This is an optimization exercise on Yosys and OpenROAD, whose aim is small area, not a production implementation. RTL that was checked went through simulation tests only; none was proved equivalent to the original. For run 3, only the layout was checked, not whether the RTL still works. Power figures rest on the tool's default switching activity, not on a simulated workload.

==> flow/design.v <==
module CRC32_D8(
  input  [31:0]     i_crc     ,
  input  [7 :0]     i_data    ,
  output [31:0]     o_crc
);
    wire [7 :0] d = {i_data[0],i_data[1],i_data[2],i_data[3],i_data[4],i_data[5],i_data[6],i_data[7]};
    wire [31:0] c = i_crc;
    wire [31:0] newcrc;
    assign o_crc = newcrc;
    assign newcrc[0] = d[6] ^ d[0] ^ c[24] ^ c[30];
    assign newcrc[1] = d[7] ^ d[6] ^ d[1] ^ d[0] ^ c[24] ^ c[25] ^ c[30] ^ c[31];
    assign newcrc[2] = d[7] ^ d[6] ^ d[2] ^ d[1] ^ d[0] ^ c[24] ^ c[25] ^ c[26] ^ c[30] ^ c[31];
    assign newcrc[3] = d[7] ^ d[3] ^ d[2] ^ d[1] ^ c[25] ^ c[26] ^ c[27] ^ c[31];
    assign newcrc[4] = d[6] ^ d[4] ^ d[3] ^ d[2] ^ d[0] ^ c[24] ^ c[26] ^ c[27] ^ c[28] ^ c[30];
    assign newcrc[5] = d[7] ^ d[6] ^ d[5] ^ d[4] ^ d[3] ^ d[1] ^ d[0] ^ c[24] ^ c[25] ^ c[27] ^ c[28] ^ c[29] ^ c[30] ^ c[31];
    assign newcrc[6] = d[7] ^ d[6] ^ d[5] ^ d[4] ^ d[2] ^ d[1] ^ c[25] ^ c[26] ^ c[28] ^ c[29] ^ c[30] ^ c[31];
    assign newcrc[7] = d[7] ^ d[5] ^ d[3] ^ d[2] ^ d[0] ^ c[24] ^ c[26] ^ c[27] ^ c[29] ^ c[31];
    assign newcrc[8] = d[4] ^ d[3] ^ d[1] ^ d[0] ^ c[0] ^ c[24] ^ c[25] ^ c[27] ^ c[28];
    assign newcrc[9] = d[5] ^ d[4] ^ d[2] ^ d[1] ^ c[1] ^ c[25] ^ c[26] ^ c[28] ^ c[29];
    assign newcrc[10] = d[5] ^ d[3] ^ d[2] ^ d[0] ^ c[2] ^ c[24] ^ c[26] ^ c[27] ^ c[29];
    assign newcrc[11] = d[4] ^ d[3] ^ d[1] ^ d[0] ^ c[3] ^ c[24] ^ c[25] ^ c[27] ^ c[28];
    assign newcrc[12] = d[6] ^ d[5] ^ d[4] ^ d[2] ^ d[1] ^ d[0] ^ c[4] ^ c[24] ^ c[25] ^ c[26] ^ c[28] ^ c[29] ^ c[30];
    assign newcrc[13] = d[7] ^ d[6] ^ d[5] ^ d[3] ^ d[2] ^ d[1] ^ c[5] ^ c[25] ^ c[26] ^ c[27] ^ c[29] ^ c[30] ^ c[31];
    assign newcrc[14] = d[7] ^ d[6] ^ d[4] ^ d[3] ^ d[2] ^ c[6] ^ c[26] ^ c[27] ^ c[28] ^ c[30] ^ c[31];
    assign newcrc[15] = d[7] ^ d[5] ^ d[4] ^ d[3] ^ c[7] ^ c[27] ^ c[28] ^ c[29] ^ c[31];
    assign newcrc[16] = d[5] ^ d[4] ^ d[0] ^ c[8] ^ c[24] ^ c[28] ^ c[29];
    assign newcrc[17] = d[6] ^ d[5] ^ d[1] ^ c[9] ^ c[25] ^ c[29] ^ c[30];
    assign newcrc[18] = d[7] ^ d[6] ^ d[2] ^ c[10] ^ c[26] ^ c[30] ^ c[31];
    assign newcrc[19] = d[7] ^ d[3] ^ c[11] ^ c[27] ^ c[31];
    assign newcrc[20] = d[4] ^ c[12] ^ c[28];
    assign newcrc[21] = d[5] ^ c[13] ^ c[29];
    assign newcrc[22] = d[0] ^ c[14] ^ c[24];
    assign newcrc[23] = d[6] ^ d[1] ^ d[0] ^ c[15] ^ c[24] ^ c[25] ^ c[30];
    assign newcrc[24] = d[7] ^ d[2] ^ d[1] ^ c[16] ^ c[25] ^ c[26] ^ c[31];
    assign newcrc[25] = d[3] ^ d[2] ^ c[17] ^ c[26] ^ c[27];
    assign newcrc[26] = d[6] ^ d[4] ^ d[3] ^ d[0] ^ c[18] ^ c[24] ^ c[27] ^ c[28] ^ c[30];
    assign newcrc[27] = d[7] ^ d[5] ^ d[4] ^ d[1] ^ c[19] ^ c[25] ^ c[28] ^ c[29] ^ c[31];
    assign newcrc[28] = d[6] ^ d[5] ^ d[2] ^ c[20] ^ c[26] ^ c[29] ^ c[30];
    assign newcrc[29] = d[7] ^ d[6] ^ d[3] ^ c[21] ^ c[27] ^ c[30] ^ c[31];
    assign newcrc[30] = d[7] ^ d[4] ^ c[22] ^ c[28] ^ c[31];
    assign newcrc[31] = d[5] ^ c[23] ^ c[29];
endmodule
module udp_rx_stack(
    input               i_clk               ,
    input               i_rst               ,
    input [31:0]        i_local_ip          ,
    input               i_local_ip_valid    ,
    input [15:0]        i_local_port        ,
    input               i_local_port_valid  ,
    input [7:0]         i_GMII_data         ,
    input               i_GMII_valid        ,
    output [47:0]       o_rec_src_mac       ,
    output              o_rec_src_valid     ,
    output              o_crc_error         ,
    output              o_crc_valid         ,
    output [7:0]        o_udp_data          ,
    output [15:0]       o_udp_len           ,
    output              o_udp_last          ,
    output              o_udp_valid         ,
    output [15:0]       o_icmp_seq          ,
    output              o_icmp_reply        ,
    output [47:0]       o_arp_mac           ,
    output [31:0]       o_arp_ip            ,
    output              o_arp_valid         ,
    output              o_arp_reply
);
reg [7:0]   s0, s1, s2, s3, s4, s5, s6, s7, s8, s9, s10;
always @(posedge i_clk) begin
    s0 <= i_GMII_data;
    s1 <= s0; s2 <= s1; s3 <= s2; s4 <= s3; s5 <= s4;
    s6 <= s5; s7 <= s6; s8 <= s7; s9 <= s8; s10 <= s9;
end
reg         v0, v1;
always @(posedge i_clk or posedge i_rst) begin
    if (i_rst) begin
        v0 <= 1'b0;
        v1 <= 1'b0;
    end else begin
        v0 <= i_GMII_valid;
        v1 <= v0;
    end
end
wire        neg = v1 & ~v0;          
reg [4:0]   rc;
wire        s0_55 = s0 == 8'h55;
wire        s0_d5 = s0 == 8'hD5;
always @(posedge i_clk or posedge i_rst) begin
    if (i_rst)
        rc <= 5'd0;
    else if (v0) begin
        if (!(rc == 5'd6 && s0_55) && rc != 5'd25)
            rc <= rc + 5'd1;
    end else if (rc >= 5'd20 && rc <= 5'd24)
        rc <= rc + 5'd1;
    else
        rc <= 5'd0;
end
reg         hdr_ok;                  
always @(posedge i_clk or posedge i_rst) begin
    if (i_rst)
        hdr_ok <= 1'b1;
    else if (!v0)
        hdr_ok <= 1'b1;
    else if (rc <= 5'd6 && !(s0_55 || (rc == 5'd6 && s0_d5)))
        hdr_ok <= 1'b0;
end
reg         lo08, is_ip, is_arp;
always @(posedge i_clk or posedge i_rst) begin
    if (i_rst) begin
        lo08   <= 1'b0;
        is_ip  <= 1'b0;
        is_arp <= 1'b0;
    end else if (v0 && (rc == 5'd19 || rc == 5'd20)) begin
        lo08   <= s0 == 8'h08;
        is_ip  <= lo08 && s0 == 8'h00;
        is_arp <= lo08 && s0 == 8'h06;
    end
end
reg [47:0]  src_mac;
always @(posedge i_clk)
    if (v0 && rc >= 5'd13 && rc <= 5'd18)
        src_mac <= {src_mac[39:0], s0};
reg         src_valid;
always @(posedge i_clk or posedge i_rst) begin
    if (i_rst)
        src_valid <= 1'b0;
    else if (v0 && rc == 5'd19)
        src_valid <= 1'b1;
end
wire        post_last = neg & hdr_ok;
reg         post_valid;
always @(posedge i_clk or posedge i_rst) begin
    if (i_rst)
        post_valid <= 1'b0;
    else if (neg)
        post_valid <= 1'b0;
    else if (rc == 5'd25 && hdr_ok)
        post_valid <= 1'b1;
end
wire        d5at6 = v0 && rc == 5'd6 && s0_d5;
wire        crc_full  = crc_arm && rc >= 5'd12;
wire        crc_quirk = crc_arm && rc <= 5'd10;
reg         crc_arm, crc_stuck, crc_hold, crc_chk, crc_chk0;
always @(posedge i_clk or posedge i_rst) begin
    if (i_rst) begin
        crc_arm   <= 1'b0;
        crc_stuck <= 1'b0;
        crc_hold  <= 1'b0;
        crc_chk   <= 1'b0;
        crc_chk0  <= 1'b0;
    end else begin
        crc_chk  <= neg && (crc_stuck || crc_hold || crc_full);
        crc_chk0 <= neg && crc_hold && !crc_full;
        if (neg) begin
            crc_hold  <= crc_quirk && (crc_stuck || crc_hold) && rc == 5'd10;
            crc_stuck <= crc_quirk && !((crc_stuck || crc_hold) && rc == 5'd10);
            crc_arm   <= 1'b0;
        end else if (d5at6)
            crc_arm   <= 1'b1;
    end
end
reg  [31:0] crc;
wire [31:0] crc_next;
CRC32_D8 CRC32_D8_u0(.i_crc(crc), .i_data(s1), .o_crc(crc_next));
always @(posedge i_clk)
    crc <= (d5at6 && !crc_stuck) ? 32'h30F1A90F : crc_next;
reg         ro_crc_valid, ro_crc_error;
always @(posedge i_clk or posedge i_rst) begin
    if (i_rst) begin
        ro_crc_valid <= 1'b0;
        ro_crc_error <= 1'b0;
    end else begin
        ro_crc_valid <= crc_chk;
        ro_crc_error <= crc_chk && (crc_chk0 ? {s2, s3, s4, s5} != 32'd0
                                             : crc != 32'hC704DD7B);
    end
end
reg         i0v, i0l, i1v, i1l, a0v;
always @(posedge i_clk or posedge i_rst) begin
    if (i_rst) begin
        i0v <= 1'b0; i0l <= 1'b0; i1v <= 1'b0; i1l <= 1'b0; a0v <= 1'b0;
    end else begin
        i0v <= post_valid & is_ip;
        i0l <= post_valid & is_ip & post_last;
        i1v <= i0v;
        i1l <= i0l;
        a0v <= post_valid & is_arp;
    end
end
reg [4:0]   ic;
always @(posedge i_clk or posedge i_rst) begin
    if (i_rst)
        ic <= 5'd0;
    else if (i0v | a0v) begin
        if (ic != 5'd21)
            ic <= ic + 5'd1;
    end else
        ic <= 5'd0;
end
reg [31:0]  local_ip;
always @(posedge i_clk or posedge i_rst) begin
    if (i_rst)
        local_ip <= {8'd192, 8'd168, 8'd1, 8'd1};
    else if (i_local_ip_valid)
        local_ip <= i_local_ip;
end
reg [15:0]  ip_len;
always @(posedge i_clk)
    if (i0v && (ic == 5'd2 || ic == 5'd3))
        ip_len <= {ip_len[7:0], s6};
reg         t17, t1;
always @(posedge i_clk)
    if (i0v && ic == 5'd9) begin
        t17 <= s6 == 8'd17;
        t1  <= s6 == 8'd1;
    end
wire        ip_hit = i1v && ic == 5'd20 && {s10, s9, s8, s7} == local_ip;
reg         ipv_udp, ipv_icmp, ip_udp_last;
always @(posedge i_clk or posedge i_rst) begin
    if (i_rst) begin
        ipv_udp     <= 1'b0;
        ipv_icmp    <= 1'b0;
        ip_udp_last <= 1'b0;
    end else begin
        if (i1l)
            ipv_udp <= 1'b0;
        else if (ip_hit && t17)
            ipv_udp <= 1'b1;
        if (i1l)
            ipv_icmp <= 1'b0;
        else if (ip_hit && t1)
            ipv_icmp <= 1'b1;
        ip_udp_last <= i1v && t17 && i0l;
    end
end
reg [15:0]  local_port;
always @(posedge i_clk or posedge i_rst) begin
    if (i_rst)
        local_port <= 16'h8080;
    else if (i_local_port_valid)
        local_port <= i_local_port;
end
reg         uv, ul;
always @(posedge i_clk or posedge i_rst) begin
    if (i_rst) begin
        uv <= 1'b0;
        ul <= 1'b0;
    end else begin
        uv <= ipv_udp;
        ul <= ipv_udp & ip_udp_last;
    end
end
reg [7:0]   u0;
always @(posedge i_clk)
    if (ipv_udp)
        u0 <= s7;
reg [10:0]  uc;
always @(posedge i_clk or posedge i_rst) begin
    if (i_rst)
        uc <= 11'd0;
    else if (uv)
        uc <= uc + 11'd1;
    else
        uc <= 11'd0;
end
reg [15:0]  port;
always @(posedge i_clk)
    if (uv && (uc == 11'd2 || uc == 11'd3))
        port <= {port[7:0], u0};
reg  [15:0] udp_len;
wire [15:0] udp_len_next = uv ? ip_len - 16'd28 : udp_len;
always @(posedge i_clk or posedge i_rst) begin
    if (i_rst)
        udp_len <= 16'hFFF8;
    else
        udp_len <= udp_len_next;
end
reg         ro_udp_valid, ro_udp_last;
always @(posedge i_clk or posedge i_rst) begin
    if (i_rst) begin
        ro_udp_valid <= 1'b0;
        ro_udp_last  <= 1'b0;
    end else begin
        if (ul)
            ro_udp_valid <= 1'b0;
        else if (uc == 11'd7 && uv && port == local_port)
            ro_udp_valid <= 1'b1;
        ro_udp_last <= {5'd0, uc} == udp_len_next + 16'd6;
    end
end
reg         cv;
reg [3:0]   cc;
reg         type8, ro_icmp_reply;
always @(posedge i_clk or posedge i_rst) begin
    if (i_rst) begin
        cv <= 1'b0;
        cc <= 4'd0;
        ro_icmp_reply <= 1'b0;
    end else begin
        cv <= ipv_icmp;
        if (cv) begin
            if (cc != 4'd8)
                cc <= cc + 4'd1;
        end else
            cc <= 4'd0;
        ro_icmp_reply <= cv && cc == 4'd7 && type8;
    end
end
always @(posedge i_clk)
    if (cv && cc == 4'd0)
        type8 <= s8 == 8'd8;
reg         op12, op1;
always @(posedge i_clk)
    if (a0v && ic == 5'd7) begin
        op12 <= s7 == 8'd0 && (s6 == 8'd1 || s6 == 8'd2);
        op1  <= s7 == 8'd0 && s6 == 8'd1;
    end
reg [47:0]  arp_mac;
reg [31:0]  arp_ip;
reg         ro_arp_valid, ro_arp_reply;
always @(posedge i_clk or posedge i_rst) begin
    if (i_rst) begin
        arp_mac      <= 48'd0;
        arp_ip       <= 32'd0;
        ro_arp_valid <= 1'b0;
        ro_arp_reply <= 1'b0;
    end else begin
        if (a0v && op12 && ic >= 5'd8 && ic <= 5'd13)
            arp_mac <= {arp_mac[39:0], s6};
        if (a0v && op12 && ic >= 5'd14 && ic <= 5'd17)
            arp_ip <= {arp_ip[23:0], s6};
        ro_arp_valid <= a0v && ic == 5'd17;
        ro_arp_reply <= a0v && ic == 5'd18 && op1;
    end
end
assign o_rec_src_mac   = src_mac;
assign o_rec_src_valid = src_valid;
assign o_crc_error     = ro_crc_error;
assign o_crc_valid     = ro_crc_valid;
assign o_udp_data      = u0;
assign o_udp_len       = udp_len;
assign o_udp_last      = ro_udp_last;
assign o_udp_valid     = ro_udp_valid;
assign o_icmp_seq      = {s10, s9};
assign o_icmp_reply    = ro_icmp_reply;
assign o_arp_mac       = arp_mac;
assign o_arp_ip        = arp_ip;
assign o_arp_valid     = ro_arp_valid;
assign o_arp_reply     = ro_arp_reply;
endmodule
==> flow/run.sh <==
#!/bin/bash
# synth_recipe.tcl (not shown) runs the flow's synth.tcl, then flattens the netlist and writes it again
# the make line also repeats each setting of config.mk as NAME=value (left out here)
make -C /OpenROAD-flow-scripts/flow DESIGN_CONFIG=/design/flow/config.mk WORK_HOME=/design/flow/orfs CLKGATE_MAP_FILE= SYNTH_SCRIPT=/design/flow/synth_recipe.tcl finish
==> flow/config.mk <==
export PLATFORM = sky130hd
export DESIGN_NAME = udp_rx_stack
export DESIGN_NICKNAME = udp_rx_stack
export VERILOG_FILES = /design/flow/design.v
export SDC_FILE = /design/flow/constraint.sdc
export NUM_CORES = 4
export LEC_CHECK = 0
export CAP_MARGIN = 20
export CORE_MARGIN = 2
export CORE_UTILIZATION = 40
export SLEW_MARGIN = 20
==> flow/constraint.sdc <==
create_clock -name core_clock -period 8.0 [get_ports {i_clk}]
set_input_delay 1.6000 -clock core_clock [delete_from_list [all_inputs] [get_ports {i_clk}]]
set_output_delay 1.6000 -clock core_clock [all_outputs]
set_load 0.01 [all_outputs]
==> results.yml, run 1 <==
min_path:
  min_path_type: "reg2reg"
critical_path:
  max_stage_delay_ns: 0.89
  crit_chain: "clkdlybuf4s50_1 > inv_8 > buf_4"
  cp.required_ns: 8.54
  critical_path_class: "in2async"
  cpMaxStageDelayCell: "buf_4"
  crit_path_start_kind: "input port"
  reg2reg_setup_slack_ns: 4.99
  crit_fanout: 127
  crit_arrival_ns: 3.78
  worstSetupEndpointType: "asynchronous set/reset pin"
global_route:
  grt_antenna_before_repair: 0
  grt_pass1_wl_mm: 53.5
  globalRoute.totalOverflow: 0
  use_met3_pct: 3.08
  grt_max_degree: 128
  grt_use_met1_pct: 21.8
  first_global_vias: 9443
  globalRoute.busiestLayer: "met2"
  grt_util_met2_pct: 28.1
  grtUsageTotal_pct: 16.8
timing:
  fin_crit_sh_pct: 40.4
  finalSetupViolCount: 0
  rsz0062_at_grt: "false"
  fmax_ghz: 0.309
  slew_headroom_pct: 25.9
  fin_skew_ns: 0.0262
  fin_setup_tns_ns: 0
  period_minus_slack_ns: 3.23
  drv_slew: 0
  final-hold-violation-count: 0
  layout_setup_ws_ns: 4.77
  worstMarginPinSlew_ns: 1.10
synth:
  ys_top_cells_by_area: "dfrtp_1 29%, edfxtp_1 18%, dfxtp_1 16%"
  syn_inst: 1110
  synth_warnings: 1
  yosysMostFrequentCell: "dfrtp_1"
  synth_common_cells: "177 x dfrtp_1, 132 x mux2_2, 120 x dfxtp_1, 104 x xnor2_1, 93 x edfxtp_1"
  syn_area_per_cell_um2: 13.9
  synth_fp_nets: 1184
  yosysUniqueCellTypes: 61
  synth_edf_count: 93
  async_flop_share_pct: 48.4
  synth_ff_type: "dfrtp_1"
  syn_area_um2: 15400
  synth_seq_area_share_pct: 66.2
  yosys.area.top_type_share_pct: 28.7
  ys_ff_latch: 413
  synth_area_leader_cell: "dfrtp_1"
clocking:
  cts_tree: "built"
  ctsHoldBuffers: 0
  cts_resized: 0
  clock_tree.buffer_depth: 3
  cts_num_sinks: 413
  clockRootBuffer: "clkbuf_16"
  clk_pin_slew_ns: 0.06
  htree_levels: 2
  clkLatencyLatePin_ns: 0.57
  cts_setup_buffers: 0
  cts_buffers: 44
floorplanning:
  fp-row-count: 71
  die_h_um: 200
  die_x_um: 200
  start_util_pct: 40.8
  num_io_pins: 237
  core_area_um2: 37800
  dieArea_um2: 40200
final_layout:
  drive_gt1_share_pct: 17.9
  final_nets: 1440
  antenna_cells: 0
  area_growth_pct: 28.9
  fillers: 3281
placed_design:
  gp_congestion: 0.796
  hpwl_mm: 23.3
  pre_cts_ws_ns: 4.08
  portBuffers: 236
detailed_routing:
  wl_mm: 33.5
  viasPerCell: 4.76
  ant_nets: 0
  first_pass_iters: 4
  post_drt_wl_per_cell_um: 17.5
  vias: 9112
  drt_iter0_markers: 327
  drc: 0
job:
  maxCapViolations: 0
power:
  total_power_mw: 5.51
  power.density_nw_per_um2: 277
  p_leak_nw: 7.90
  peakVddDrop_v: 0.000368
status:
  status: "timing/DRC/antenna clean"
[power breakdown]
| part | internal [mW] | leakage (nW) | total, mW | switching [mW] |
|---|---|---|---|---|
| sequential | 2.32 | 4.47 | 2.42 | 0.105 |
| clock | 1.24 | 0.739 | 2.06 | 0.822 |
| combinational | 0.511 | 2.69 | 1.03 | 0.521 |
[area by class of cell]
cell class / count / area [um2] / area share (%)
clock inverter: 20 / 185 / 0.930
timing repair buffer: 242 / 2410 / 12.1
clock buffer: 62 / 1300 / 6.55
multi-input combinational: 646 / 5070 / 25.4
inverter: 19 / 78.8 / 0.396
sequential: 413 / 10200 / 51.4
tap: 511 / 639 / 3.21
[worst max-delay path: cells and delay by family]
kind                   cells  cell delay [ns]
buffers and inverters      3             1.99
[cells in the final DEF (no fill, tap or decap), drive strengths merged, types with 8 or more instances in the layout]
cell,netlist,final
dfrtp,177,177
clkdlybuf4s50,0,236
or3,11,11
and2,13,13
o31ai,8,8
nor3,15,15
nand4,15,15
ha,13,13
clkinv,0,15
xnor2,104,104
dfstp,23,23
dfxtp,120,120
nor2,75,75
nand3,21,21
a31oi,9,9
inv,19,21
xor2,52,52
a21oi,16,16
clkbuf,24,62
nor4,22,22
o21ai,9,9
nand2,52,52
mux2,132,132
edfxtp,93,93
[state kept, by name, summed over array words and instances (netlist names), 16 cells and up]
signal      cells
port           16
ip_len         16
local_port     16
local_ip       32
arp_ip         32
arp_mac        48
crc            32
src_mac        48
udp_len        16
[cell families after synthesis]
family          count (synthesis)  synth area share (%)
compound gates                 66                  3.22
buf+inv                        51                  1.26
flops                         413                  66.2
mux                           138                  10.0
xor+xnor                      156                  8.85
fa+ha+maj                      13                  1.05
simple gates                  273                  9.37
[final timing paths]
kind | endpoint | startpoint | cells after the start
setup / recovery | lo08$_DFFE_PP0P_ | i_rst | 3
hold / removal | s6[2]$_DFF_P_ | s5[2]$_DFF_P_ | 0
setup reg to reg | ro_udp_last$_DFF_PP0_ | uv$_DFF_PP0_ | 9
hold reg to reg | s6[2]$_DFF_P_ | s5[2]$_DFF_P_ | 0
max in group core_clock | o_udp_len[3] | udp_len[3]$_DFF_PP1_ | 1
min in group asynchronous | ul$_DFF_PP0_ | i_rst | 2
[metrics by stage]
| step | util [%] | instance area, um2 | std cells | hold slack, ns |
|---|---|---|---|---|
| after floorplan | - | 15400 | 1110 | 0.323 |
| after global placement | 48.6 | 18400 | 1830 | 0.338 |
| after detailed placement | 48.7 | 18400 | 1831 | 0.338 |
| after CTS | 52.6 | 19900 | 1913 | 0.350 |
| after global routing | 52.6 | 19900 | 1913 | 0.352 |
| final | 52.6 | 19900 | 1913 | 0.347 |
[layer usage]
layer	wire [um]	share of wire [%]
met5	0	0
met4	1030	3.1
met3	1090	3.3
met1	15100	45
met2	16300	49
==> inputs of run 2 (changes only) <==
==> flow/flow/run.sh (new file) <==
#!/bin/bash
set -euo pipefail
cd "$(dirname "$0")/.."
export BUFFER_PORTS_ARGS="-buffer_cell sky130_fd_sc_hd__buf_1"
export CTS_ARGS="-sink_clustering_enable -repair_clock_nets -dont_use_dummy_load"
bash standard.sh finish > flow_make.log 2>&1
==> flow/standard.sh (new file) <==
#!/bin/bash
# synth_recipe.tcl (not shown) runs the flow's synth.tcl, then flattens the netlist and writes it again
# the make line also repeats each setting of config.mk as NAME=value (left out here)
make -C /OpenROAD-flow-scripts/flow DESIGN_CONFIG=/design/flow/config.mk WORK_HOME=/design/flow/orfs CLKGATE_MAP_FILE= SYNTH_SCRIPT=/design/flow/synth_recipe.tcl "${@:-finish}"
--- a/flow/config.mk
+++ b/flow/config.mk
@@ -5,6 +5,7 @@
 export SDC_FILE = /design/flow/constraint.sdc
 export NUM_CORES = 4
 export LEC_CHECK = 0
+export ABC_AREA = 1
 export CAP_MARGIN = 20
 export CORE_MARGIN = 2
 export CORE_UTILIZATION = 40
removed: flow/run.sh
==> results.yml, run 2 <==
clocking:
  htree_levels: 2
  cts_tree: "built"
  clk_pin_slew_ns: 0.06
  cts_resized: 0
  clock_tree.buffer_depth: 3
  cts_buffers: 45
  clkLatencyLatePin_ns: 0.56
  clockRootBuffer: "clkbuf_16"
  ctsHoldBuffers: 0
  cts_num_sinks: 413
  cts_setup_buffers: 0
critical_path:
  crit_arrival_ns: 1.29
  crit_chain: "buf_1"
  critical_path_class: "reg2out"
  crit_path_start_kind: "flop"
  crit_fanout: 3
  cp.required_ns: 6.40
  critical-path-top-delay-family: "flip-flops"
  cpMaxStageDelayCell: "dfstp_2"
  path_buf_inv: 1
  max_stage_delay_ns: 0.56
  worstSetupEndpointType: "output port"
timing:
  fin_skew_ns: 0.0314
  drv_slew: 0
  worstMarginPinSlew_ns: 0.960
  fin_setup_tns_ns: 0
  period_minus_slack_ns: 2.89
  rsz0062_at_grt: "false"
  final-hold-violation-count: 0
  fmax_ghz: 0.346
  layout_setup_ws_ns: 5.11
  slew_headroom_pct: 36.0
  fin_crit_sh_pct: 36.1
  finalSetupViolCount: 0
final_layout:
  drive_gt1_share_pct: 8.37
  layout.cells.most_common_list: "266 x nand2_1, 235 x buf_1, 177 x dfrtp_1"
  top_regs: "arp_mac x48, src_mac x48"
  layout_commonest_cell: "nand2_1"
  final_nets: 1892
  antenna_cells: 0
  area_growth_pct: 15.6
  design_area_um2: 19000
  utilization_pct: 46.7
floorplanning:
  start_util_pct: 40.4
  fp-row-count: 74
  core_area_um2: 40700
  die_h_um: 207
  dieArea_um2: 42800
  die_x_um: 207
  num_io_pins: 237
synth:
  synthMuxAreaShare_pct: 2.87
  synth_simple_gate_area_share_pct: 14.7
  synth_edf_count: 93
  ys_top_cells_by_area: "dfrtp_1 27%, edfxtp_1 17%, dfxtp_1 15%"
  syn_inst: 1571
  synth_xor_area_share_pct: 8.18
  synthAdderAreaFrac_pct: 0.988
  synth_fp_nets: 1645
  syn_area_um2: 16500
  synth_ff_type: "dfrtp_1"
  synth_seq_area_share_pct: 62.2
  synth_top_family_by_area: "simple AND/OR/NAND/NOR gates"
  yosysMostFrequentCell: "nand2_1"
  yosysUniqueCellTypes: 44
  syn_area_per_cell_um2: 10.5
  ys_ff_latch: 413
  synth_compound_area_share_pct: 5.85
  yosys.area.top_type_share_pct: 26.9
  synth_warnings: 1
  synth_common_cells: "267 x nand2_1, 177 x dfrtp_1, 167 x inv_1, 120 x dfxtp_1, 116 x nor2_1"
  async_flop_share_pct: 48.4
  synth_area_leader_cell: "dfrtp_1"
placed_design:
  portBuffers: 236
  gp_congestion: 0.882
  pre_cts_ws_ns: 4.45
  hpwl_mm: 26.2
  placed_cell_area_um2: 17900
global_route:
  grt_use_met1_pct: 22.7
  grt_antenna_before_repair: 0
  grtUsageTotal_pct: 17.2
  grt_max_degree: 125
  grt_util_met2_pct: 28.5
  grt_pass1_wl_mm: 57.6
  globalRoute.busiestLayer: "met2"
  use_met3_pct: 2.86
  first_global_vias: 10884
  globalRoute.totalOverflow: 0
detailed_routing:
  vias: 11257
  post_drt_wl_per_cell_um: 15.6
  wl_mm: 36.6
  drt_iter0_markers: 614
  ant_nets: 0
  viasPerCell: 4.79
  drc: 0
  first_pass_iters: 5
power:
  total_power_mw: 5.30
  power.density_nw_per_um2: 279
  p_leak_nw: 8.06
  peakVddDrop_v: 0.000202
job:
  maxCapViolations: 0
status:
  status: "timing/DRC/antenna clean"
min_path:
  min_path_type: "reg2reg"
[run 2: cell families (layout without fill, tap and decap cells)]
| kind of cell | Yosys count | after routing |
|---|---|---|
| XOR/XNOR | 152 | 152 |
| buffers and inverters | 213 | 458 |
| flip-flops | 413 | 413 |
| adder cells (fa/ha/maj) | 13 | 13 |
| multiplexers | 42 | 42 |
| AO/OA/AOI/OAI | 181 | 181 |
| AND/OR/NAND/NOR | 557 | 557 |
[run 2: per-layer routing]
layer	vias up	part of all wire [%]
met5	-	0
met4	0	2.7
met3	76	4.7
li1	5600	-
met1	5340	44
met2	241	48
[run 2: worst paths after layout]
check                                          start  slack, ns  depth (start not counted)                    end
max in group asynchronous                      i_rst       5.37                          4   udp_len[4]$_DFF_PP1_
worst min-delay path                   s4[4]$_DFF_P_       0.33                          0          s5[4]$_DFF_P_
worst max register to register          uv$_DFF_PP0_       5.29                         17  ro_udp_last$_DFF_PP0_
min in group asynchronous                      i_rst       1.25                          2        uc[5]$_DFF_PP0_
worst max-delay path            udp_len[5]$_DFF_PP1_       5.11                          1           o_udp_len[5]
worst min register to register         s4[4]$_DFF_P_       0.33                          0          s5[4]$_DFF_P_
[run 2: power breakdown]
part           switching [mW]  internal, mW  total, mW  leakage [nW]
combinational           0.611         0.506       1.12          3.03
sequential              0.146          2.31       2.45          4.48
clock                   0.751         0.983       1.73         0.555
[run 2: final cells by class]
type                    count  area, um2
inverters                 168        638
well taps                 532        666
flip-flops and latches    413      10200
multi-input cells         945       5390
fillers                  3897      21700
clock buffers              45       1130
repair buffers            245        975
[run 2: per-stage QoR]
stage / hold slack (ns) / instances
after floorplan: 0.326 / 1571
after global placement: 0.336 / 2301
after detailed placement: 0.339 / 2301
after CTS: 0.325 / 2346
after global routing: 0.345 / 2348
final: 0.327 / 2348
==> inputs of run 3 (changes only) <==
--- a/flow/design.v
+++ b/flow/design.v
@@ -138,22 +138,16 @@
         post_valid <= 1'b1;
 end
 wire        d5at6 = v0 && rc == 5'd6 && s0_d5;
-wire        crc_full  = crc_arm && rc >= 5'd12;
-wire        crc_quirk = crc_arm && rc <= 5'd10;
-reg         crc_arm, crc_stuck, crc_hold, crc_chk, crc_chk0;
+reg         crc_arm, crc_stuck, crc_chk;
 always @(posedge i_clk or posedge i_rst) begin
     if (i_rst) begin
         crc_arm   <= 1'b0;
         crc_stuck <= 1'b0;
-        crc_hold  <= 1'b0;
         crc_chk   <= 1'b0;
-        crc_chk0  <= 1'b0;
     end else begin
-        crc_chk  <= neg && (crc_stuck || crc_hold || crc_full);
-        crc_chk0 <= neg && crc_hold && !crc_full;
+        crc_chk <= neg && (crc_stuck || (crc_arm && rc >= 5'd12));
         if (neg) begin
-            crc_hold  <= crc_quirk && (crc_stuck || crc_hold) && rc == 5'd10;
-            crc_stuck <= crc_quirk && !((crc_stuck || crc_hold) && rc == 5'd10);
+            crc_stuck <= crc_arm && rc <= 5'd10;
             crc_arm   <= 1'b0;
         end else if (d5at6)
             crc_arm   <= 1'b1;
@@ -171,8 +165,7 @@
         ro_crc_error <= 1'b0;
     end else begin
         ro_crc_valid <= crc_chk;
-        ro_crc_error <= crc_chk && (crc_chk0 ? {s2, s3, s4, s5} != 32'd0
-                                             : crc != 32'hC704DD7B);
+        ro_crc_error <= crc_chk && crc != 32'hC704DD7B;
     end
 end
 reg         i0v, i0l, i1v, i1l, a0v;
==> flow/run.sh (new file) <==
#!/bin/bash
# synth_recipe.tcl (not shown) runs the flow's synth.tcl, then flattens the netlist and writes it again
# the make line also repeats each setting of config.mk as NAME=value (left out here)
make -C /OpenROAD-flow-scripts/flow DESIGN_CONFIG=/design/flow/config.mk WORK_HOME=/design/flow/orfs CLKGATE_MAP_FILE= SYNTH_SCRIPT=/design/flow/synth_recipe.tcl finish
--- a/flow/config.mk
+++ b/flow/config.mk
@@ -5,7 +5,6 @@
 export SDC_FILE = /design/flow/constraint.sdc
 export NUM_CORES = 4
 export LEC_CHECK = 0
-export ABC_AREA = 1
 export CAP_MARGIN = 20
 export CORE_MARGIN = 2
 export CORE_UTILIZATION = 40
removed: flow/flow/run.sh
removed: flow/standard.sh
==> results.yml, run 3 <==
status:
  status: "timing/DRC/antenna clean"
detailed_routing:
  vias: 8997
  post_drt_wl_per_cell_um: 17.5
  drc: 0
  drt_iter0_markers: 377
  first_pass_iters: 6
  ant_nets: 0
  viasPerCell: 4.73
  wl_mm: 33.2
synth:
  ys_ff_latch: 411
  synth_seq_area_share_pct: 66.6
  syn_area_um2: 15300
  synth_warnings: 1
  ys_top_cells_by_area: "dfrtp_1 29%, edfxtp_1 18%, dfxtp_1 16%"
  synth_simple_gate_area_share_pct: 8.91
  synth_fp_nets: 1168
  async_flop_share_pct: 48.2
  synth_common_cells: "175 x dfrtp_1, 130 x mux2_2, 120 x dfxtp_1, 98 x xnor2_1, 93 x edfxtp_1"
  synthMuxAreaShare_pct: 10.0
  synthAdderAreaFrac_pct: 1.06
  synth_top_family_by_area: "multiplexers"
  yosys.area.top_type_share_pct: 28.6
  synth_edf_count: 93
  synth_xor_area_share_pct: 8.59
  synth_compound_area_share_pct: 3.40
  syn_inst: 1094
  synth_area_leader_cell: "dfrtp_1"
  synth_ff_type: "dfrtp_1"
  syn_area_per_cell_um2: 14.0
  yosysMostFrequentCell: "dfrtp_1"
  yosysUniqueCellTypes: 68
clocking:
  clockRootBuffer: "clkbuf_16"
  cts_num_sinks: 411
  htree_levels: 2
  ctsHoldBuffers: 0
  cts_setup_buffers: 0
  clock_tree.buffer_depth: 3
  clk_pin_slew_ns: 0.06
  cts_resized: 0
  cts_tree: "built"
  cts_buffers: 45
  clkLatencyLatePin_ns: 0.57
global_route:
  grt_antenna_before_repair: 0
  globalRoute.totalOverflow: 0
  first_global_vias: 9139
  grt_max_degree: 103
  grt_pass1_wl_mm: 51.5
  grtUsageTotal_pct: 16.8
job:
  maxCapViolations: 0
final_layout:
  antenna_cells: 0
  utilization_pct: 52.7
  top_regs: "arp_mac x48, src_mac x48"
  fillers: 3272
  layout_commonest_cell: "clkdlybuf4s50_1"
  drive_gt1_share_pct: 19.1
  layout.cells.most_common_list: "236 x clkdlybuf4s50_1, 175 x dfrtp_1, 130 x mux2_2"
  area_growth_pct: 29.7
  final_nets: 1427
  regArea_um2: 10200
  multi_input_area_um2: 4930
floorplanning:
  dieArea_um2: 39800
  fp-row-count: 71
  die_h_um: 199
  die_x_um: 199
  num_io_pins: 237
  start_util_pct: 40.6
  core_area_um2: 37700
timing:
  fin_crit_sh_pct: 42.2
  worstMarginPinSlew_ns: 0.962
  drv_slew: 0
  finalSetupViolCount: 0
  rsz0062_at_grt: "false"
  fmax_ghz: 0.296
  fin_setup_tns_ns: 0
  period_minus_slack_ns: 3.38
  slew_headroom_pct: 35.7
  fin_skew_ns: 0.0190
  final-hold-violation-count: 0
critical_path:
  crit_fanout: 42
  ff2ff_path_depth: 10
  crit_arrival_ns: 3.84
  critical_path_class: "reg2reg"
  crit_path_start_kind: "flop"
  worstSetupEndpointType: "flop"
  cp.required_ns: 8.47
  max_stage_delay_ns: 0.44
  cpMaxStageDelayCell: "a2111oi_0"
  crit_chain: "buf_4 > mux2_2 > ha_1 > a2111oi_0 > o21a_1 > nand2_1 > or3_1 > a22oi_1 > o2111ai_1 > a221oi_2"
min_path:
  hold_depth: 0
  min_path_type: "reg2reg"
power:
  p_leak_nw: 7.99
  power.density_nw_per_um2: 280
  peakVddDrop_v: 0.000328
placed_design:
  hpwl_mm: 23.3
  portBuffers: 236
  gp_congestion: 0.816
[run 3: metrics by stage]
step	setup WS, ns	hold slack, ns	cells	power, mW	cell area, um2
after detailed placement	4.58	0.312	1817	3.49	18300
after global routing	4.32	0.333	1901	5.85	19800
after CTS	4.68	0.323	1901	5.64	19800
final	4.62	0.320	1901	5.56	19800
after floorplan	1.04	0.310	1094	3.25	15300
after global placement	4.58	0.311	1817	3.47	18300
[run 3: power by group]
group | internal, mW | switching [mW] | leakage, nW
clock network | 1.26 | 0.858 | 0.763
logic | 0.507 | 0.529 | 2.79
registers | 2.31 | 0.101 | 4.44
[run 3: critical path, delay by kind of cell, from the launching register on]
kind                     cells  cell delay (ns)
AO/OA/AOI/OAI                5             1.36
adder cells (fa/ha/maj)      1             0.22
buffers and inverters        1             0.38
flip-flops                   1             0.32
multiplexers                 1             0.40
AND/OR/NAND/NOR              2             0.59
[run 3: per-layer routing]
metal  vias up  track usage (%)  share of wire [%]
li1       4344                -                  -
met1      4419             21.4                 43
met2       171             28.0                 49
met3        63             3.19                4.4
met4         0             6.97                2.8
met5         -                0                  0
[run 3: worst paths after layout]
| kind | slack (ns) | from | endpoint |
|---|---|---|---|
| max reg2reg | 4.62 | uv$_DFF_PP0_ | ro_udp_last$_DFF_PP0_ |
| min | 0.32 | s3[2]$_DFF_P_ | s4[2]$_DFF_P_ |
| max in group asynchronous | 5.25 | i_rst | arp_mac[10]$_DFFE_PP0P_ |
| min reg2reg | 0.32 | s3[2]$_DFF_P_ | s4[2]$_DFF_P_ |
| max | 4.62 | uv$_DFF_PP0_ | ro_udp_last$_DFF_PP0_ |
| min in group asynchronous | 1.57 | i_rst | arp_mac[47]$_DFFE_PP0P_ |
[run 3: cell type report]
type / instances / share of cell area (%)
inverters: 23 / 0.473
multi-input cells: 627 / 24.8
well taps: 511 / 3.22
repair buffers: 245 / 12.3
clock inverters: 26 / 1.34
clock buffers: 58 / 6.54
flip-flops and latches: 411 / 51.3
[run 3: logic make-up (layout without fill, tap and decap cells)]
group | Yosys count | after routing
DFF | 411 | 411
and+or+nand+nor | 255 | 255
xor gates and xnor gates | 150 | 150
muxes | 137 | 137
AOI/OAI and AO/OA | 72 | 72
buffers and inverters | 56 | 352
adders and majority gates | 13 | 13
==> inputs of run 4 (changes only) <==
--- a/flow/design.v
+++ b/flow/design.v
@@ -138,16 +138,22 @@
         post_valid <= 1'b1;
 end
 wire        d5at6 = v0 && rc == 5'd6 && s0_d5;
-reg         crc_arm, crc_stuck, crc_chk;
+wire        crc_full  = crc_arm && rc >= 5'd12;
+wire        crc_quirk = crc_arm && rc <= 5'd10;
+reg         crc_arm, crc_stuck, crc_hold, crc_chk, crc_chk0;
 always @(posedge i_clk or posedge i_rst) begin
     if (i_rst) begin
         crc_arm   <= 1'b0;
         crc_stuck <= 1'b0;
+        crc_hold  <= 1'b0;
         crc_chk   <= 1'b0;
+        crc_chk0  <= 1'b0;
     end else begin
-        crc_chk <= neg && (crc_stuck || (crc_arm && rc >= 5'd12));
+        crc_chk  <= neg && (crc_stuck || crc_hold || crc_full);
+        crc_chk0 <= neg && crc_hold && !crc_full;
         if (neg) begin
-            crc_stuck <= crc_arm && rc <= 5'd10;
+            crc_hold  <= crc_quirk && (crc_stuck || crc_hold) && rc == 5'd10;
+            crc_stuck <= crc_quirk && !((crc_stuck || crc_hold) && rc == 5'd10);
             crc_arm   <= 1'b0;
         end else if (d5at6)
             crc_arm   <= 1'b1;
@@ -165,21 +171,21 @@
         ro_crc_error <= 1'b0;
     end else begin
         ro_crc_valid <= crc_chk;
-        ro_crc_error <= crc_chk && crc != 32'hC704DD7B;
+        ro_crc_error <= crc_chk && (crc_chk0 ? {s2, s3, s4, s5} != 32'd0
+                                             : crc != 32'hC704DD7B);
     end
 end
-reg         i0v, i0l, i1v, i1l, a0v;
+reg         i0v, i1v, a0v;
 always @(posedge i_clk or posedge i_rst) begin
     if (i_rst) begin
-        i0v <= 1'b0; i0l <= 1'b0; i1v <= 1'b0; i1l <= 1'b0; a0v <= 1'b0;
+        i0v <= 1'b0; i1v <= 1'b0; a0v <= 1'b0;
     end else begin
         i0v <= post_valid & is_ip;
-        i0l <= post_valid & is_ip & post_last;
         i1v <= i0v;
-        i1l <= i0l;
         a0v <= post_valid & is_arp;
     end
 end
+wire        i_end = i1v & ~i0v;      
 reg [4:0]   ic;
 always @(posedge i_clk or posedge i_rst) begin
     if (i_rst)
@@ -197,34 +203,25 @@
     else if (i_local_ip_valid)
         local_ip <= i_local_ip;
 end
-reg [15:0]  ip_len;
+reg [15:0]  ip_len;                  
 always @(posedge i_clk)
     if (i0v && (ic == 5'd2 || ic == 5'd3))
         ip_len <= {ip_len[7:0], s6};
-reg         t17, t1;
+reg         t17, t1;                 
 always @(posedge i_clk)
     if (i0v && ic == 5'd9) begin
         t17 <= s6 == 8'd17;
         t1  <= s6 == 8'd1;
     end
-wire        ip_hit = i1v && ic == 5'd20 && {s10, s9, s8, s7} == local_ip;
-reg         ipv_udp, ipv_icmp, ip_udp_last;
+wire        ip_hit = i1v && ic == 5'd20 && (t17 || t1) && {s10, s9, s8, s7} == local_ip;
+reg         ipv;
 always @(posedge i_clk or posedge i_rst) begin
-    if (i_rst) begin
-        ipv_udp     <= 1'b0;
-        ipv_icmp    <= 1'b0;
-        ip_udp_last <= 1'b0;
-    end else begin
-        if (i1l)
-            ipv_udp <= 1'b0;
-        else if (ip_hit && t17)
-            ipv_udp <= 1'b1;
-        if (i1l)
-            ipv_icmp <= 1'b0;
-        else if (ip_hit && t1)
-            ipv_icmp <= 1'b1;
-        ip_udp_last <= i1v && t17 && i0l;
-    end
+    if (i_rst)
+        ipv <= 1'b0;
+    else if (i_end)
+        ipv <= 1'b0;
+    else if (ip_hit)
+        ipv <= 1'b1;
 end
 reg [15:0]  local_port;
 always @(posedge i_clk or posedge i_rst) begin
@@ -233,40 +230,40 @@
     else if (i_local_port_valid)
         local_port <= i_local_port;
 end
-reg         uv, ul;
+reg         xv, xvd;
+reg [10:0]  xc;
 always @(posedge i_clk or posedge i_rst) begin
     if (i_rst) begin
-        uv <= 1'b0;
-        ul <= 1'b0;
+        xv  <= 1'b0;
+        xvd <= 1'b0;
+        xc  <= 11'd22;
     end else begin
-        uv <= ipv_udp;
-        ul <= ipv_udp & ip_udp_last;
+        xv  <= ipv;
+        xvd <= xv;
+        xc  <= xv ? xc + 11'd1 : 11'd22;
     end
 end
-reg [7:0]   u0;
+wire        uv     = xv & t17;
+wire        cv     = xv & t1;
+wire        u_in   = (xv | xvd) & t17;   
+reg [7:0]   u0;                      
 always @(posedge i_clk)
-    if (ipv_udp)
+    if (ipv && t17)
         u0 <= s7;
-reg [10:0]  uc;
-always @(posedge i_clk or posedge i_rst) begin
-    if (i_rst)
-        uc <= 11'd0;
-    else if (uv)
-        uc <= uc + 11'd1;
-    else
-        uc <= 11'd0;
-end
 reg [15:0]  port;
 always @(posedge i_clk)
-    if (uv && (uc == 11'd2 || uc == 11'd3))
+    if (uv && (xc == 11'd24 || xc == 11'd25))
         port <= {port[7:0], u0};
-reg  [15:0] udp_len;
-wire [15:0] udp_len_next = uv ? ip_len - 16'd28 : udp_len;
+reg         len2, u_len;
 always @(posedge i_clk or posedge i_rst) begin
-    if (i_rst)
-        udp_len <= 16'hFFF8;
-    else
-        udp_len <= udp_len_next;
+    if (i_rst) begin
+        len2  <= 1'b0;
+        u_len <= 1'b0;
+    end else begin
+        if (uv)
+            len2 <= ip_len == 16'd22;
+        u_len <= u_in;
+    end
 end
 reg         ro_udp_valid, ro_udp_last;
 always @(posedge i_clk or posedge i_rst) begin
@@ -274,34 +271,23 @@
         ro_udp_valid <= 1'b0;
         ro_udp_last  <= 1'b0;
     end else begin
-        if (ul)
+        if (uv && !ipv)
             ro_udp_valid <= 1'b0;
-        else if (uc == 11'd7 && uv && port == local_port)
+        else if (uv && xc == 11'd29 && port == local_port)
             ro_udp_valid <= 1'b1;
-        ro_udp_last <= {5'd0, uc} == udp_len_next + 16'd6;
+        ro_udp_last <= u_in ? {5'd0, xc} == ip_len : len2;
     end
 end
-reg         cv;
-reg [3:0]   cc;
 reg         type8, ro_icmp_reply;
+always @(posedge i_clk)
+    if (cv && xc == 11'd22)
+        type8 <= s8 == 8'd8;
 always @(posedge i_clk or posedge i_rst) begin
-    if (i_rst) begin
-        cv <= 1'b0;
-        cc <= 4'd0;
+    if (i_rst)
         ro_icmp_reply <= 1'b0;
-    end else begin
-        cv <= ipv_icmp;
-        if (cv) begin
-            if (cc != 4'd8)
-                cc <= cc + 4'd1;
-        end else
-            cc <= 4'd0;
-        ro_icmp_reply <= cv && cc == 4'd7 && type8;
-    end
+    else
+        ro_icmp_reply <= cv && xc == 11'd29 && type8;
 end
-always @(posedge i_clk)
-    if (cv && cc == 4'd0)
-        type8 <= s8 == 8'd8;
 reg         op12, op1;
 always @(posedge i_clk)
     if (a0v && ic == 5'd7) begin
@@ -331,7 +317,7 @@
 assign o_crc_error     = ro_crc_error;
 assign o_crc_valid     = ro_crc_valid;
 assign o_udp_data      = u0;
-assign o_udp_len       = udp_len;
+assign o_udp_len       = u_len ? ip_len - 16'd28 : 16'hFFFA;
 assign o_udp_last      = ro_udp_last;
 assign o_udp_valid     = ro_udp_valid;
 assign o_icmp_seq      = {s10, s9};
==> flow/flow/run.sh (new file) <==
#!/bin/bash
set -euo pipefail
cd "$(dirname "$0")/.."
export BUFFER_PORTS_ARGS="-buffer_cell sky130_fd_sc_hd__buf_1"
export CTS_ARGS="-sink_clustering_enable -repair_clock_nets -dont_use_dummy_load -buf_list sky130_fd_sc_hd__clkbuf_8"
bash standard.sh finish > flow_make.log 2>&1
==> flow/standard.sh (new file) <==
#!/bin/bash
# synth_recipe.tcl (not shown) runs the flow's synth.tcl, then flattens the netlist and writes it again
# the make line also repeats each setting of config.mk as NAME=value (left out here)
make -C /OpenROAD-flow-scripts/flow DESIGN_CONFIG=/design/flow/config.mk WORK_HOME=/design/flow/orfs CLKGATE_MAP_FILE= SYNTH_SCRIPT=/design/flow/synth_recipe.tcl "${@:-finish}"
removed: flow/run.sh
==> results.yml, run 4 <==
status:
  status: "timing/DRC/antenna clean"
global_route:
  first_global_vias: 8803
  grt_pass1_wl_mm: 48.9
  globalRoute.totalOverflow: 0
  grtUsageTotal_pct: 16.4
  grt_max_degree: 107
  grt_antenna_before_repair: 0
placed_design:
  gp_congestion: 0.801
  pre_cts_ws_ns: 4.27
  hpwl_mm: 21.2
  portBuffers: 236
timing:
  rsz0062_at_grt: "false"
  slew_headroom_pct: 30.3
  finalSetupViolCount: 0
  fin_skew_ns: 0.0603
  hold_slack_ns: 0.332
  fin_setup_tns_ns: 0
  drv_slew: 0
  fmax_ghz: 0.233
  period_minus_slack_ns: 4.29
  layout_setup_ws_ns: 3.71
  fin_crit_sh_pct: 53.7
  worstMarginPinSlew_ns: 1.04
  final-hold-violation-count: 0
detailed_routing:
  ant_nets: 0
  drc: 0
  first_pass_iters: 4
  vias: 8464
  drt_iter0_markers: 338
  post_drt_wl_per_cell_um: 17.2
  wl_mm: 30.2
  viasPerCell: 4.81
synth:
  synth_area_leader_cell: "dfrtp_1"
  syn_area_um2: 14500
  synth_warnings: 1
  ys_top_cells_by_area: "dfrtp_1 28%, edfxtp_1 19%, dfxtp_1 17%"
  synth_common_cells: "164 x dfrtp_1, 128 x mux2_2, 120 x dfxtp_1, 93 x edfxtp_1, 71 x xnor2_1"
  synth_edf_count: 93
  ys_ff_latch: 390
  async_flop_share_pct: 45.4
  synth_ff_type: "dfrtp_1"
  syn_inst: 1019
  yosysUniqueCellTypes: 59
  yosys.area.top_type_share_pct: 28.4
  synth_fp_nets: 1093
  synth_seq_area_share_pct: 66.7
  yosysMostFrequentCell: "dfrtp_1"
  syn_area_per_cell_um2: 14.2
job:
  maxCapViolations: 0
critical_path:
  cp.required_ns: 6.40
  worstSetupEndpointType: "output port"
  crit_fanout: 7
  crit_path_start_kind: "flop"
  crit_arrival_ns: 2.69
  critical_path_class: "reg2out"
floorplanning:
  num_io_pins: 237
  fp-row-count: 69
  start_util_pct: 40.7
  die_x_um: 194
  core_area_um2: 35600
  dieArea_um2: 37700
  die_h_um: 194
power:
  p_int_mw: 3.47
  p_leak_nw: 6.75
  power.density_nw_per_um2: 284
  p_sw_share_pct: 27.3
  combPwrFrac_pct: 21.7
  total_power_mw: 4.78
  p_sw_mw: 1.30
  power_frac_seq_pct: 48.4
  peakVddDrop_v: 0.000347
  p_clk_share_pct: 29.9
clocking:
  cts_num_sinks: 390
  cts_resized: 0
  cts_tree: "built"
  htree_levels: 3
  clkLatencyLatePin_ns: 0.57
  cts_buffers: 68
  ctsHoldBuffers: 0
  clockRootBuffer: "clkbuf_8"
  clock_tree.buffer_depth: 3
  clk_pin_slew_ns: 0.05
  cts_setup_buffers: 0
final_layout:
  fillers: 3286
  layout.cells.most_common_list: "235 x buf_1, 164 x dfrtp_1, 128 x mux2_2"
  area_growth_pct: 16.3
  utilization_pct: 47.3
  layout_commonest_cell: "buf_1"
  top_regs: "arp_mac x48, src_mac x48"
  final_nets: 1373
  drive_gt1_share_pct: 18.4
min_path:
  min_path_type: "reg2reg"
[run 4: power groups by stage]
stage	registers [mW]	clock network (mW)	logic [mW]
after global routing	2.33	1.58	1.17
after global placement	2.35	0	1.03
after floorplan	2.32	0	0.881
after detailed placement	2.35	0	1.04
final	2.31	1.43	1.03
after CTS	2.32	1.49	1.05
[run 4: cells by family after synthesis]
group	share of synthesized area, %
buffers and inverters	1.21
xor gates and xnor gates	9.65
adders and majority gates	1.12
muxes	9.97
DFF	66.7
AOI/OAI and AO/OA	2.09
and+or+nand+nor	9.30
[run 4: worst paths after layout]
path / depth (start not counted) / start / slack, ns / end
setup reg to reg: 4 / ic[2]$_DFFE_PP0P_ / 5.51 / arp_ip[27]$_DFFE_PP0P_
setup / recovery: 6 / ip_len[5]$_DFFE_PP_ / 3.71 / o_udp_len[15]
max in group asynchronous: 3 / i_rst / 5.20 / len2$_DFFE_PP0P_
hold reg to reg: 0 / s2[6]$_DFF_P_ / 0.33 / s3[6]$_DFF_P_
min in group asynchronous: 2 / i_rst / 1.22 / arp_mac[33]$_DFFE_PP0P_
hold / removal: 0 / s2[6]$_DFF_P_ / 0.33 / s3[6]$_DFF_P_
[run 4: final cells by class]
class                      instances  area [um2]  share of cell area (%)
sequential                       390        9640                    57.3
timing repair buffer             241         925                    5.50
antenna                            1        2.50                  0.0149
multi-input combinational        585        4690                    27.9
tap                              461         577                    3.43
clock buffer                      68         936                    5.56
inverter                          13        53.8                   0.320
[run 4: metrics by stage]
step	instance area, um2	cells
CTS	16800	1758
detailed placement	15900	1690
floorplan	14500	1019
global placement	15900	1689
global route	16800	1758
finish	16800	1759
[run 4: worst max-delay path: stages (launching register included)]
cell and delay [ns]:
edfxtp_1 0.49, or4_4 0.60, or3_4 0.43, nor4b_4 0.27, xnor2_1 0.14, nand2_1 0.06
buf_1 0.14
[run 4: layer usage]
layer | track usage (%) | share of wire [%] | vias to the layer above
met2 | 27.6 | 50 | 170
met5 | 0 | 0 | -
met1 | 20.4 | 43 | 4146
met4 | 5.92 | 2.5 | 0
met3 | 4.04 | 4.0 | 60
li1 | - | - | 4088
==> inputs of run 5 (changes only) <==
==> flow/flow/run.sh (replaced) <==
#!/bin/bash
set -euo pipefail
cd "$(dirname "$0")/.."
export BUFFER_PORTS_ARGS="-buffer_cell sky130_fd_sc_hd__buf_1"
export CTS_ARGS="-sink_clustering_enable -repair_clock_nets -dont_use_dummy_load -buf_list sky130_fd_sc_hd__clkbuf_8 -sink_clustering_size 16 -sink_clustering_max_diameter 60"
bash standard.sh finish > flow_make.log 2>&1
==> results.yml, run 5 <==
status:
  status: "timing/DRC/antenna clean"
timing:
  rsz0062_at_grt: "false"
  finalSetupViolCount: 0
  drv_slew: 0
  final-hold-violation-count: 0
  fin_setup_tns_ns: 0
  fmax_ghz: 0.236
  slew_headroom_pct: 31.3
  fin_skew_ns: 0.0810
  fin_crit_sh_pct: 52.9
  period_minus_slack_ns: 4.24
  worstMarginPinSlew_ns: 1.03
critical_path:
  crit_path_start_kind: "flop"
  worstSetupEndpointType: "output port"
  reg2reg_setup_slack_ns: 5.53
  crit_arrival_ns: 2.64
  cp.required_ns: 6.40
  critical_path_class: "reg2out"
  crit_fanout: 7
clocking:
  cts_resized: 0
  clk_pin_slew_ns: 0.09
  clockRootBuffer: "clkbuf_8"
  ctsHoldBuffers: 0
  cts_setup_buffers: 0
  clkLatencyLatePin_ns: 0.55
  htree_levels: 2
  cts_num_sinks: 390
  cts_buffers: 35
  clock_tree.buffer_depth: 3
  cts_tree: "built"
floorplanning:
  die_x_um: 194
  num_io_pins: 237
  core_area_um2: 35600
  die_h_um: 194
  dieArea_um2: 37700
  start_util_pct: 40.7
  fp-row-count: 69
final_layout:
  stdcell_count: 1725
  drive_gt1_share_pct: 16.3
  top_regs: "arp_mac x48, src_mac x48"
  final_nets: 1340
  layout.cells.most_common_list: "235 x buf_1, 164 x dfrtp_1, 128 x mux2_2"
  antenna_cells: 0
  layout_commonest_cell: "buf_1"
  area_growth_pct: 13.2
power:
  power_frac_seq_pct: 53.3
  p_clk_share_pct: 22.8
  p_sw_share_pct: 28.0
  p_sw_mw: 1.21
  p_leak_nw: 6.51
  power.density_nw_per_um2: 264
  p_int_mw: 3.11
  combPwrFrac_pct: 23.9
  peakVddDrop_v: 0.000345
synth:
  synth_edf_count: 93
  synth_seq_area_share_pct: 66.7
  yosysMostFrequentCell: "dfrtp_1"
  syn_area_um2: 14500
  yosys.area.top_type_share_pct: 28.4
  syn_inst: 1019
  synth_warnings: 1
  ys_ff_latch: 390
  synth_common_cells: "164 x dfrtp_1, 128 x mux2_2, 120 x dfxtp_1, 93 x edfxtp_1, 71 x xnor2_1"
  syn_area_per_cell_um2: 14.2
  synth_ff_type: "dfrtp_1"
  synth_area_leader_cell: "dfrtp_1"
  async_flop_share_pct: 45.4
  yosysUniqueCellTypes: 59
  ys_top_cells_by_area: "dfrtp_1 28%, edfxtp_1 19%, dfxtp_1 17%"
  synth_fp_nets: 1093
placed_design:
  portBuffers: 236
  placedCellCount: 1690
  hpwl_mm: 21.2
  gp_congestion: 0.801
detailed_routing:
  wl_mm: 29.7
  post_drt_wl_per_cell_um: 17.2
  drt_iter0_markers: 277
  drc: 0
  vias: 8280
  wl_met2_mm: 15.2
  met3_length_um: 960
  topRoutingLayerUsed: "met4"
  ant_nets: 0
  met1_length_mm: 13.0
  first_pass_iters: 4
  viasPerCell: 4.80
job:
  maxCapViolations: 0
global_route:
  grt_max_degree: 107
  first_global_vias: 8495
  grt_antenna_before_repair: 0
  globalRoute.totalOverflow: 0
  grt_pass1_wl_mm: 47.9
  grtUsageTotal_pct: 15.8
min_path:
  min_path_type: "reg2reg"
run 5: critical path, stage by stage (launching register included):
cell and delay (ns):
edfxtp_1 0.50, or4_4 0.60, or3_4 0.43, nor4b_4 0.27, xnor2_1 0.14, nand2_1 0.06, buf_1 0.14
run 5: path summary, 6_finish.rpt:
kind / from / endpoint / depth (start not counted)
setup / recovery: ip_len[5]$_DFFE_PP_ / o_udp_len[15] / 6
hold / removal: s4[2]$_DFF_P_ / s5[2]$_DFF_P_ / 0
setup reg to reg: ic[2]$_DFFE_PP0P_ / arp_ip[10]$_DFFE_PP0P_ / 4
hold reg to reg: s4[2]$_DFF_P_ / s5[2]$_DFF_P_ / 0
max in group asynchronous: i_rst / xc[7]$_DFF_PP0_ / 3
min in group asynchronous: i_rst / arp_mac[33]$_DFFE_PP0P_ / 2
run 5: final cells by class:
cell class	count	area, um2
flip-flops and latches	390	9640
clock buffers	35	482
well taps	461	577
fillers	3322	19200
inverters	13	53.8
repair buffers	241	925
multi-input cells	585	4690
run 5: cells by family (layout without fill, tap and decap cells):
| kind of cell | count (synthesis) | after routing | synth area share, % |
|---|---|---|---|
| AO/OA/AOI/OAI | 45 | 45 | 2.09 |
| XOR/XNOR | 150 | 150 | 9.65 |
| buffers and inverters | 44 | 289 | 1.21 |
| flip-flops | 390 | 390 | 66.7 |
| adder cells (fa/ha/maj) | 13 | 13 | 1.12 |
| multiplexers | 128 | 128 | 9.97 |
| AND/OR/NAND/NOR | 249 | 249 | 9.30 |
run 5: per-layer routing:
layer | track usage, % | vias up
li1 | - | 4015
met1 | 20.6 | 4108
met2 | 27.6 | 121
met3 | 2.50 | 36
met4 | 3.87 | 0
met5 | 0 | -
run 5: power groups by stage:
stage,logic (mW),registers (mW),clock network (mW)
finish,1.03,2.31,0.986
detailed placement,1.04,2.35,0
global route,1.17,2.33,1.11
global placement,1.03,2.35,0
CTS,1.05,2.31,1.04
floorplan,0.881,2.32,0
run 5: through the flow:
stage | hold WS, ns | utilization (%) | instance area (um2) | power, mW | setup WS, ns
final | 0.350 | 46.0 | 16400 | 4.33 | 3.76
after global routing | 0.359 | 46.0 | 16400 | 4.61 | 3.50
after CTS | 0.350 | 46.0 | 16400 | 4.40 | 3.70
after detailed placement | 0.331 | 44.6 | 15900 | 3.39 | 4.27
after global placement | 0.335 | 44.6 | 15900 | 3.38 | 4.29
after floorplan | 0.323 | - | 14500 | 3.20 | 1.62
==> inputs of run 6 (changes only) <==
==> flow/flow/run.sh (replaced) <==
#!/bin/bash
set -euo pipefail
cd "$(dirname "$0")/.."
export BUFFER_PORTS_ARGS="-buffer_cell sky130_fd_sc_hd__buf_1"
export CTS_ARGS="-sink_clustering_enable -repair_clock_nets -dont_use_dummy_load -buf_list sky130_fd_sc_hd__clkbuf_4 -sink_clustering_size 10 -sink_clustering_max_diameter 50"
bash standard.sh finish > flow_make.log 2>&1
==> results.yml, run 6 <==
detailed_routing:
  drc: 0
  ant_nets: 0
  wl_mm: 30.0
  first_pass_iters: 4
  viasPerCell: 4.82
  vias: 8385
  post_drt_wl_per_cell_um: 17.2
  drt_iter0_markers: 335
synth:
  yosys.area.top_type_share_pct: 28.4
  synth_seq_area_share_pct: 66.7
  synth_fp_nets: 1093
  synth_ff_type: "dfrtp_1"
  syn_area_um2: 14500
  synth_warnings: 1
  syn_inst: 1019
  synth_common_cells: "164 x dfrtp_1, 128 x mux2_2, 120 x dfxtp_1, 93 x edfxtp_1, 71 x xnor2_1"
  ys_ff_latch: 390
  synth_area_leader_cell: "dfrtp_1"
  yosysMostFrequentCell: "dfrtp_1"
  syn_area_per_cell_um2: 14.2
  async_flop_share_pct: 45.4
  synth_edf_count: 93
  ys_top_cells_by_area: "dfrtp_1 28%, edfxtp_1 19%, dfxtp_1 17%"
  yosysUniqueCellTypes: 59
timing:
  layout_setup_ws_ns: 3.54
  rsz0062_at_grt: "false"
  fin_setup_tns_ns: 0
  fin_skew_ns: 0.109
  drv_slew: 0
  fin_crit_sh_pct: 55.7
  final-hold-violation-count: 0
  slew_headroom_pct: 29.8
  period_minus_slack_ns: 4.46
  fmax_ghz: 0.224
  worstMarginPinSlew_ns: 1.05
  finalSetupViolCount: 0
placed_design:
  portBuffers: 236
  pre_cts_ws_ns: 4.27
  hpwl_mm: 21.2
  gp_congestion: 0.801
clocking:
  clk_pin_slew_ns: 0.11
  htree_levels: 2
  clkLatencyLatePin_ns: 0.77
  cts_tree: "built"
  ctsHoldBuffers: 0
  clock_tree.buffer_depth: 3
  cts_setup_buffers: 0
  clockRootBuffer: "clkbuf_4"
  cts_resized: 0
  cts_buffers: 49
  cts_num_sinks: 390
floorplanning:
  core_area_um2: 35600
  num_io_pins: 237
  die_x_um: 194
  start_util_pct: 40.7
  dieArea_um2: 37700
  die_h_um: 194
  fp-row-count: 69
final_layout:
  layout_commonest_cell: "buf_1"
  area_growth_pct: 12.4
  fillers: 3337
  drive_gt1_share_pct: 17.2
  layout.cells.most_common_list: "235 x buf_1, 164 x dfrtp_1, 128 x mux2_2"
  top_regs: "arp_mac x48, src_mac x48"
  final_nets: 1354
critical_path:
  cpMaxStageDelayCell: "or4_4"
  worstSetupEndpointType: "output port"
  max_stage_delay_ns: 0.60
  crit_arrival_ns: 2.86
  critical-path-top-delay-family: "simple AND/OR/NAND/NOR gates"
  path_buf_inv: 1
  crit_chain: "or4_4 > or3_4 > nor4b_4 > xnor2_1 > nand2_1 > buf_1"
  cp.required_ns: 6.40
  crit_fanout: 7
  critical_path_class: "reg2out"
  crit_path_start_kind: "flop"
power:
  power.density_nw_per_um2: 260
  total_power_mw: 4.22
  peakVddDrop_v: 0.000355
  p_leak_nw: 6.49
status:
  status: "timing/DRC/antenna clean"
global_route:
  grt_antenna_before_repair: 1
  grtUsageTotal_pct: 16.2
  first_global_vias: 8602
  grt_pass1_wl_mm: 48.4
  globalRoute.totalOverflow: 0
  grt_max_degree: 107
job:
  maxCapViolations: 0
min_path:
  min_path_type: "reg2reg"
[run 6: layout make-up]
cell class	instances	area, um2	share of cell area [%]
sequential	390	9640	59.3
multi-input combinational	585	4690	28.8
timing repair buffer	241	925	5.69
tap	461	577	3.55
clock buffer	49	368	2.26
inverter	13	53.8	0.331
antenna	1	2.50	0.0154
[run 6: worst register-to-register path, delay by kind of cell, from the launching register on]
family / cells / cell delay [ns]
AOI/OAI and AO/OA: 2 / 1.09
DFF: 1 / 0.51
muxes: 1 / 0.44
and+or+nand+nor: 1 / 0.34
[run 6: metrics by stage]
step,utilization (%),area (um2),std cells,hold WS (ns)
CTS,45.7,16200,1739,0.346
detailed placement,44.6,15900,1690,0.331
global placement,44.6,15900,1689,0.335
floorplan,-,14500,1019,0.323
finish,45.7,16300,1740,0.342
global route,45.7,16300,1740,0.360
[run 6: logic make-up (layout without fill, tap and decap cells)]
family | count (synthesis) | after routing | share of synthesized area [%]
other | 0 | 1 | 0
and+or+nand+nor | 249 | 249 | 9.30
xor gates and xnor gates | 150 | 150 | 9.65
buffers and inverters | 44 | 303 | 1.21
DFF | 390 | 390 | 66.7
adders and majority gates | 13 | 13 | 1.12
muxes | 128 | 128 | 9.97
AOI/OAI and AO/OA | 45 | 45 | 2.09
[run 6: metal layers]
metal,part of all wire [%],up-vias,global-route usage (%)
met5,0,-,0
met4,2.2,0,5.08
met3,4.4,54,3.79
met2,50,145,27.6
met1,43,4125,20.4
li1,-,4061,-
[run 6: final timing paths]
path	from	to	slack, ns	depth (start not counted)
max	ip_len[5]$_DFFE_PP_	o_udp_len[15]	3.54	6
min	s9[6]$_DFF_P_	s10[6]$_DFF_P_	0.34	0
max reg2reg	ic[2]$_DFFE_PP0P_	arp_ip[29]$_DFFE_PP0P_	5.49	4
min reg2reg	s9[6]$_DFF_P_	s10[6]$_DFF_P_	0.34	0
max in group asynchronous	i_rst	arp_mac[44]$_DFFE_PP0P_	5.39	3
min in group asynchronous	i_rst	arp_mac[33]$_DFFE_PP0P_	1.07	2
[run 6: power by group]
| group | total (mW) | internal [mW] | switching (mW) |
|---|---|---|---|
| sequential | 2.31 | 2.20 | 0.111 |
| clock | 0.885 | 0.281 | 0.603 |
| combinational | 1.03 | 0.525 | 0.508 |
| total | 4.22 | 3.00 | 1.22 |

## re-timing with driven ports
No port has a modelled driver above. Below, the same layouts with a new extraction and two added sets of constraints. Step 1, drivers: a clkbuf_16 drives i_clk and a buf_2 each remaining input, both assumed. Step 2 moves the port delays by t, midway between the first and last clock arrival at a register: inputs arrive t later, outputs are due t later. That takes back most of the time a late clock gives input paths. a / b / c = no drivers / after step 1 / after step 2; a / b = the first two.
run | t (ns) | setup WS [ns] | clock arrival spread, ns | pins driven straight from the clock port
run 1 | 0.605 | 4.766 / 4.720 / 4.188 | 0.029 / 0.029 | 1
run 2 | 0.599 | 5.111 / 5.057 / 4.808 | 0.036 / 0.036 | 1
run 3 | 0.611 | 4.623 / 4.623 / 4.623 | 0.020 / 0.020 | 1
run 4 | 0.592 | 3.707 / 3.657 / 4.249 | 0.062 / 0.062 | 1
run 5 | 0.553 | 3.764 / 3.717 / 4.270 | 0.082 / 0.081 | 1
run 6 | 0.769 | 3.541 / 3.491 / 4.261 | 0.116 / 0.117 | 1
After both steps setup and hold are still met in every run listed. The setup slack of run 1, which loses most, moves by -0.046 ns with the drivers and by -0.578 ns with both steps. The worst setup slack also covers recovery checks on asynchronous resets.
